From an optimization exercise on the open Yosys and OpenROAD flow, aimed at small area, a short achievable clock period and few clock cycles per item; shortcuts taken in it are not production practice.
For this run, only the layout was checked, not whether the RTL still works.
Power is estimated from default activity; no workload was simulated.

===== flow/design.v =====
module cmpsub #(parameter W=32) (input [W-1:0] a, input [W-1:0] b, output [W-1:0] d, output c);
wire [W-1:0] x = a ^ ~b;
wire [W-1:0] g0 = a & ~b;
wire [W-1:0] p = x;
wire G_0_0 = a[0] | ~b[0];
wire ng1 = g0[1] | (p[1] & G_0_0);
wire ng2 = g0[3] | (p[3] & g0[2]);
wire np2 = p[3] & p[2];
wire ng3 = g0[5] | (p[5] & g0[4]);
wire np3 = p[5] & p[4];
wire ng4 = g0[7] | (p[7] & g0[6]);
wire np4 = p[7] & p[6];
wire ng5 = g0[9] | (p[9] & g0[8]);
wire np5 = p[9] & p[8];
wire ng6 = g0[11] | (p[11] & g0[10]);
wire np6 = p[11] & p[10];
wire ng7 = g0[13] | (p[13] & g0[12]);
wire np7 = p[13] & p[12];
wire ng8 = g0[15] | (p[15] & g0[14]);
wire np8 = p[15] & p[14];
wire ng9 = g0[17] | (p[17] & g0[16]);
wire np9 = p[17] & p[16];
wire ng10 = g0[19] | (p[19] & g0[18]);
wire np10 = p[19] & p[18];
wire ng11 = g0[21] | (p[21] & g0[20]);
wire np11 = p[21] & p[20];
wire ng12 = g0[23] | (p[23] & g0[22]);
wire np12 = p[23] & p[22];
wire ng13 = g0[25] | (p[25] & g0[24]);
wire np13 = p[25] & p[24];
wire ng14 = g0[27] | (p[27] & g0[26]);
wire np14 = p[27] & p[26];
wire ng15 = g0[29] | (p[29] & g0[28]);
wire np15 = p[29] & p[28];
wire ng16 = g0[31] | (p[31] & g0[30]);
wire np16 = p[31] & p[30];
wire ng17 = ng2 | (np2 & ng1);
wire ng18 = ng4 | (np4 & ng3);
wire np18 = np4 & np3;
wire ng19 = ng6 | (np6 & ng5);
wire np19 = np6 & np5;
wire ng20 = ng8 | (np8 & ng7);
wire np20 = np8 & np7;
wire ng21 = ng10 | (np10 & ng9);
wire np21 = np10 & np9;
wire ng22 = ng12 | (np12 & ng11);
wire np22 = np12 & np11;
wire ng23 = ng14 | (np14 & ng13);
wire np23 = np14 & np13;
wire ng24 = ng16 | (np16 & ng15);
wire np24 = np16 & np15;
wire ng25 = ng18 | (np18 & ng17);
wire ng26 = ng20 | (np20 & ng19);
wire np26 = np20 & np19;
wire ng27 = ng22 | (np22 & ng21);
wire np27 = np22 & np21;
wire ng28 = ng24 | (np24 & ng23);
wire np28 = np24 & np23;
wire ng29 = ng26 | (np26 & ng25);
wire ng30 = ng28 | (np28 & ng27);
wire np30 = np28 & np27;
wire ng31 = ng30 | (np30 & ng29);
wire ng32 = ng27 | (np27 & ng29);
wire ng33 = ng19 | (np19 & ng25);
wire ng34 = ng21 | (np21 & ng29);
wire ng35 = ng23 | (np23 & ng32);
wire ng36 = ng3 | (np3 & ng17);
wire ng37 = ng5 | (np5 & ng25);
wire ng38 = ng7 | (np7 & ng33);
wire ng39 = ng9 | (np9 & ng29);
wire ng40 = ng11 | (np11 & ng34);
wire ng41 = ng13 | (np13 & ng32);
wire ng42 = ng15 | (np15 & ng35);
wire ng43 = g0[2] | (p[2] & g0[1]);
wire np43 = p[2] & p[1];
wire ng44 = ng43 | (np43 & G_0_0);
wire ng45 = g0[4] | (p[4] & g0[3]);
wire np45 = p[4] & p[3];
wire ng46 = ng45 | (np45 & ng44);
wire ng47 = g0[6] | (p[6] & g0[5]);
wire np47 = p[6] & p[5];
wire ng48 = ng47 | (np47 & ng46);
wire ng49 = g0[8] | (p[8] & g0[7]);
wire np49 = p[8] & p[7];
wire ng50 = ng49 | (np49 & ng48);
wire ng51 = g0[10] | (p[10] & g0[9]);
wire np51 = p[10] & p[9];
wire ng52 = ng51 | (np51 & ng50);
wire ng53 = g0[12] | (p[12] & g0[11]);
wire np53 = p[12] & p[11];
wire ng54 = ng53 | (np53 & ng52);
wire ng55 = g0[14] | (p[14] & g0[13]);
wire np55 = p[14] & p[13];
wire ng56 = ng55 | (np55 & ng54);
wire ng57 = g0[16] | (p[16] & g0[15]);
wire np57 = p[16] & p[15];
wire ng58 = ng57 | (np57 & ng56);
wire ng59 = g0[18] | (p[18] & g0[17]);
wire np59 = p[18] & p[17];
wire ng60 = ng59 | (np59 & ng58);
wire ng61 = g0[20] | (p[20] & g0[19]);
wire np61 = p[20] & p[19];
wire ng62 = ng61 | (np61 & ng60);
wire ng63 = g0[22] | (p[22] & g0[21]);
wire np63 = p[22] & p[21];
wire ng64 = ng63 | (np63 & ng62);
wire ng65 = g0[24] | (p[24] & g0[23]);
wire np65 = p[24] & p[23];
wire ng66 = ng65 | (np65 & ng64);
wire ng67 = g0[26] | (p[26] & g0[25]);
wire np67 = p[26] & p[25];
wire ng68 = ng67 | (np67 & ng66);
wire ng69 = g0[28] | (p[28] & g0[27]);
wire np69 = p[28] & p[27];
wire ng70 = ng69 | (np69 & ng68);
wire ng71 = g0[30] | (p[30] & g0[29]);
wire np71 = p[30] & p[29];
wire ng72 = ng71 | (np71 & ng70);
assign d[0] = ~x[0];
assign d[1] = x[1] ^ G_0_0;
assign d[2] = x[2] ^ ng1;
assign d[3] = x[3] ^ ng44;
assign d[4] = x[4] ^ ng17;
assign d[5] = x[5] ^ ng46;
assign d[6] = x[6] ^ ng36;
assign d[7] = x[7] ^ ng48;
assign d[8] = x[8] ^ ng25;
assign d[9] = x[9] ^ ng50;
assign d[10] = x[10] ^ ng37;
assign d[11] = x[11] ^ ng52;
assign d[12] = x[12] ^ ng33;
assign d[13] = x[13] ^ ng54;
assign d[14] = x[14] ^ ng38;
assign d[15] = x[15] ^ ng56;
assign d[16] = x[16] ^ ng29;
assign d[17] = x[17] ^ ng58;
assign d[18] = x[18] ^ ng39;
assign d[19] = x[19] ^ ng60;
assign d[20] = x[20] ^ ng34;
assign d[21] = x[21] ^ ng62;
assign d[22] = x[22] ^ ng40;
assign d[23] = x[23] ^ ng64;
assign d[24] = x[24] ^ ng32;
assign d[25] = x[25] ^ ng66;
assign d[26] = x[26] ^ ng41;
assign d[27] = x[27] ^ ng68;
assign d[28] = x[28] ^ ng35;
assign d[29] = x[29] ^ ng70;
assign d[30] = x[30] ^ ng42;
assign d[31] = x[31] ^ ng72;
assign c = ng31;
endmodule
module vector_divider #(
    parameter RAM_SIZE = 10,
    parameter N = 5,
    parameter NBITS = 32
)(
    input clock,
    input reset,
    output [RAM_SIZE-1:0] Addr,
    output [NBITS-1:0] Wdata,
    input [NBITS-1:0] Rdata,
    input [RAM_SIZE-1:0] Ndata,
    output Wenable,
    input startvd,
    output reg busyvd
);
localparam RX = 4;            
localparam XW = 32 + RX;      
localparam [3:0] IDLE = 4'b1000,
                 P1   = 4'b1001,    
                 P2   = 4'b1010,    
                 E    = 4'b1011,    
                 C1   = 4'b0000,    
                 C2   = 4'b1100,    
                 W1   = 4'b1101,    
                 D1   = 4'b0100,    
                 W2   = 4'b0101;    
reg [3:0] state, nstate;
reg first;
reg [8:0] h;
reg [31:0] R, Q;
reg [XW-1:0] X;
reg [5:0] j;
wire [31:0] diff;
wire nb;
cmpsub #(.W(32)) u_sub (.a(R), .b(X[31:0]), .d(diff), .c(nb));
wire ge = nb & ~|X[XW-1:32];
wire ph1 = (state == D1) | (state == P1);
wire shl = ge & ~j[5];                  
wire [8:0] h1 = h + 9'd1;
wire last = (h1 == Ndata[8:0]);         
wire done2 = (j == 6'd0);
wire alo = state[3];
wire we = state[2];
assign Addr = {we ? h : h1, alo};
assign Wdata = alo ? R : Q;
assign Wenable = we & ~first;
always @(*) begin
    nstate = state;
    case (state)
        IDLE: if (startvd) nstate = C1;
        C1:   nstate = C2;
        C2:   nstate = D1;
        D1:   nstate = shl ? P1 : E;
        P1:   if (!shl) nstate = P2;
        P2:   if (done2) nstate = last ? W1 : C1;
        E:    nstate = last ? W1 : C1;
        W1:   nstate = W2;
        W2:   nstate = IDLE;
        default: nstate = IDLE;
    endcase
end
always @(posedge clock) begin
    if (reset) begin
        state <= IDLE;
        h <= 9'h1ff;
        first <= 1'b0;
        busyvd <= 1'b0;
    end else begin
        state <= nstate;
        busyvd <= (nstate != IDLE);
        if (state == IDLE && startvd)
            first <= 1'b1;
        if (state == D1) begin
            h <= h1;
            first <= 1'b0;
        end
        if (state == W2)
            h <= 9'h1ff;
    end
end
always @(posedge clock) begin
    if (state == C1)
        X <= {{RX-1{1'b0}}, Rdata, 1'b0};
    else if (ph1 && shl)
        X <= {X[XW-1-RX:0], {RX{1'b0}}};
    else
        X <= {1'b0, X[XW-1:1]};
    if (state == C2)
        R <= Rdata;
    else if (state == P2 && ge)
        R <= diff;
    if (state == D1)
        Q <= 32'd0;
    else if (state == P2)
        Q <= {Q[30:0], ge};
    if (state == C1)
        j <= 6'd1;
    else if (ph1 && shl)
        j <= j + RX;
    else
        j <= j - 6'd1;
end
endmodule

===== flow/flow/run.sh =====
#!/bin/bash
cd "$(dirname "$0")/.."
export BUFFER_PORTS_ARGS="-buffer_cell sky130_fd_sc_hd__buf_1"
export CTS_ARGS="-sink_clustering_enable -repair_clock_nets -buf_list sky130_fd_sc_hd__clkbuf_8 -dont_use_dummy_load"
bash standard.sh > standard_run.log 2>&1

===== flow/standard.sh =====
#!/bin/bash
# synth_recipe.tcl (not shown) runs the flow's synth.tcl, then flattens the netlist and writes it again
# the make line also repeats each setting of config.mk as NAME=value (left out here)
make -C /OpenROAD-flow-scripts/flow DESIGN_CONFIG=/design/flow/config.mk WORK_HOME=/design/flow/orfs CLKGATE_MAP_FILE= SYNTH_SCRIPT=/design/flow/synth_recipe.tcl "${@:-finish}"

===== flow/config.mk =====
export PLATFORM = sky130hd
export DESIGN_NAME = vector_divider
export DESIGN_NICKNAME = vector_divider
export VERILOG_FILES = /design/flow/design.v
export SDC_FILE = /design/flow/constraint.sdc
export NUM_CORES = 4
export LEC_CHECK = 0
export CAP_MARGIN = 20
export CORE_MARGIN = 2
export CORE_UTILIZATION = 40
export CTS_BUF_LIST = sky130_fd_sc_hd__clkbuf_8
export SETUP_SLACK_MARGIN = 1.3
export SLEW_MARGIN = 20

===== flow/constraint.sdc =====
create_clock -name core_clock -period 4.5 [get_ports {clock}]
set_input_delay 0.9000 -clock core_clock [delete_from_list [all_inputs] [get_ports {clock}]]
set_output_delay 0.9000 -clock core_clock [all_outputs]
set_load 0.01 [all_outputs]

==> run summary <==
Root Driver clkbuf_8; initial core utilization 40.9%; Starting DRT DRC Count 432; CP Max Fanout 19; Mean Syn Cell Area 8.59 um^2; Synth Flop Type dfxtp_1; max-cap violations 0; # fillers 1721; CP endpoint kind flop; H-tree depth 4; leading cell type in the layout, fill and taps excluded nand2_1; Ports 89; Detailed Routing Iterations Pass 1 5; Fin. Hold Viols 0; commonest cells after routing, fill and taps aside nand2_1 (116), buf_1 (86), dfxtp_1 (85); Worst EP required 4.82 ns; DR vias 6045; CORE AREA 17400 um^2; Setup Viol. Count Final 0; Worst-Margin Slew 0.940 ns; critical path launch point type flop; Post-Syn Nets 909; Hold Buf Count CTS 0; YS warnings 1; drt total wl 18300 um; CTS Buf Count 17; Hold/Removal Path Class reg2reg; Arrival @ worst endpoint 3.42 ns; critical path type reg2reg; worst skew pair latency 0.46 ns; register area share after synthesis 38.6%; Place WS 0.830 ns; clock skew 0.0369 ns; final worst slack 1.40 ns; setup tns final 0 ns; layout cells sized above 1 11.4%; GRT Overall Usage 19.7%; fin crit period 3.10 ns; Yosys reg bits 121; antenna violations before repair 0; synthesized instance count 827; register area 2750 um^2; CTS Sinks 121; cell row count 48; Layout Nets 984; Worst VDD drop 241 uV; gp weighted congestion 0.798; n_diodes 0; Post-DRT Antenna Nets 0; Leak Pwr 3.08 nW; PortBufs 87; vias in the first global route 5749; Cell Area, Synth 7100 um^2; Cell variety after synth 58; Slew Viols, Final 0; Multi-input gate area 4210 um^2; Worst-path clk slew 0.09 ns; EDFF count, synth 32; gr ovfl total 0; placed wire-length estimate 12700 um; Layout area overhead 14.3%; die width 137 um; Rel. slew slack 37.2%; ys async rst share 0%; die span in y 137 um; TritonCTS clock tree yes; largest net degree at the start of global routing 71; fin crit share 68.9%; die area 18800 um^2; Via density 5.37; pwr dens 622 nW/um^2; status complete, no violations; clock buffer depth 2; f_max 323 MHz; WL per Instance 16.3 um; RSZ-0062 raised after global routing true; first-pass GRT wire length 29000 um; drc violations 0
==> power by group <==
part,switching (mW),total (mW),leakage (nW),internal (mW)
sequential,0.203,1.69,1.02,1.49
combinational,1.46,2.65,1.93,1.19
clock,0.378,0.709,0.122,0.331
total,2.04,5.05,3.08,3.01
==> cell usage after synthesis, drive strengths merged (5+ instances only) <==
| library cell | n | area, um^2 |
|---|---|---|
| a211oi | 5 | 50.1 |
| a21o | 20 | 150 |
| a21oi | 79 | 395 |
| a22o | 5 | 43.8 |
| a22oi | 27 | 203 |
| and3 | 7 | 43.8 |
| buf | 11 | 58.8 |
| clkbuf | 36 | 135 |
| dfxtp | 89 | 1780 |
| edfxtp | 32 | 961 |
| ha | 36 | 450 |
| inv | 46 | 173 |
| mux2 | 33 | 372 |
| nand2 | 118 | 443 |
| nand2b | 8 | 50.1 |
| nand3 | 18 | 90.1 |
| nor2 | 46 | 173 |
| nor2b | 8 | 50.1 |
| nor3 | 11 | 55.1 |
| o21a | 7 | 52.6 |
| o21ai | 42 | 214 |
| o21bai | 6 | 45.0 |
| o31ai | 33 | 248 |
| or3 | 7 | 43.8 |
| xnor2 | 31 | 272 |
| xor2 | 20 | 175 |
==> final cells by class <==
type,count,area share (%)
Multi-Input combinational cell,615,51.8
Tap cell,225,3.47
Clock buffer,17,2.88
Timing Repair Buffer,101,5.85
Sequential cell,121,33.9
Inverter,46,2.13
==> registers in the layout, summed over array words and instances, names as in the netlist <==
register and flops:
first 1, Q 32, j 6, state 4, busyvd 1, R 32
h 9, X 36
==> final timing paths <==
kind,start,endpoint,slack (ns),depth (start not counted)
worst max-delay path,R[5]$_DFFE_PP_,X[31]$_DFF_P_,1.40,11
worst min-delay path,Q[13]$_SDFFE_PP0P_,Q[14]$_SDFFE_PP0P_,0.46,2
worst max register to register,R[5]$_DFFE_PP_,X[31]$_DFF_P_,1.40,11
worst min register to register,Q[13]$_SDFFE_PP0P_,Q[14]$_SDFFE_PP0P_,0.46,2
==> per-stage QoR <==
step / hold WS (ns) / cell area (um^2) / util (%) / total power, mW / instances
6_report: 0.458 / 8120 / 46.8 / 5.05 / 1125
5_1_grt: 0.471 / 8120 / 46.8 / 5.47 / 1125
4_1_cts: 0.457 / 7900 / 45.5 / 4.94 / 1119
3_5_place_dp: 0.444 / 7580 / 43.7 / 4.17 / 1099
3_3_place_gp: 0.445 / 7580 / 43.7 / 4.16 / 1099
2_1_floorplan: 0.426 / 7110 / - / 3.60 / 827
==> kinds of logic after synthesis <==
logic type	synth area share, %
AO/OA/AOI/OAI	21.8
XOR/XNOR	6.29
adder cells (fa/ha/maj)	6.62
buffers and inverters	5.16
flip-flops	38.6
multiplexers	5.51
AND/OR/NAND/NOR	16.0
==> worst max-delay path, stage by stage (launching register included) <==
cell and delay, ns:
edfxtp_1 0.42, ha_2 0.41, and3_1 0.22, a221oi_4 0.08, o21a_4 0.22, nor4_4 0.30
o211a_1 0.24, o21ai_4 0.10, a211oi_4 0.44, buf_12 0.23, nor2_2 0.07, a21o_1 0.22
==> what timing repair did <==
item	CTS	global route
setup endpoints to repair	69	78
buffers inserted	2	4
pin swaps	2	5
resized for setup	11	32
cloned	1	2
==> per-layer routing <==
layer / GRT usage (%) / vias up / wire length, um
met1: 27.5 / 2820 / 9020
met4: 5.73 / 0 / 271
met5: 0 / - / 0
met2: 31.0 / 130 / 8330
li1: - / 3076 / -
met3: 3.79 / 19 / 713

-- re-timing with driven ports --
How much do the figures lean on ideal ports? The routed layout below was timed once more, with nothing changed but the port constraints. Step 1: set_driving_cell puts a clkbuf_16 on clock and a buf_2 on each other input, an assumption about the parent block. Step 2, shift: input delay + t, output delay - t, t = (earliest + latest rising clock arrival at the registers) / 2. This alone moves slack from input paths to output paths. Three values: ideal ports, drivers, drivers and shift; two values: the first two.
shift t [ns]: 0.481
setup WS [ns]: 1.401 / 1.401 / 1.401
worst register clock-pin slew, ns: 0.09 / 0.09
After both steps this run still meets setup and hold. For this run, drivers alone change the setup slack by 0.000 ns; drivers and shift together by 0.000 ns.
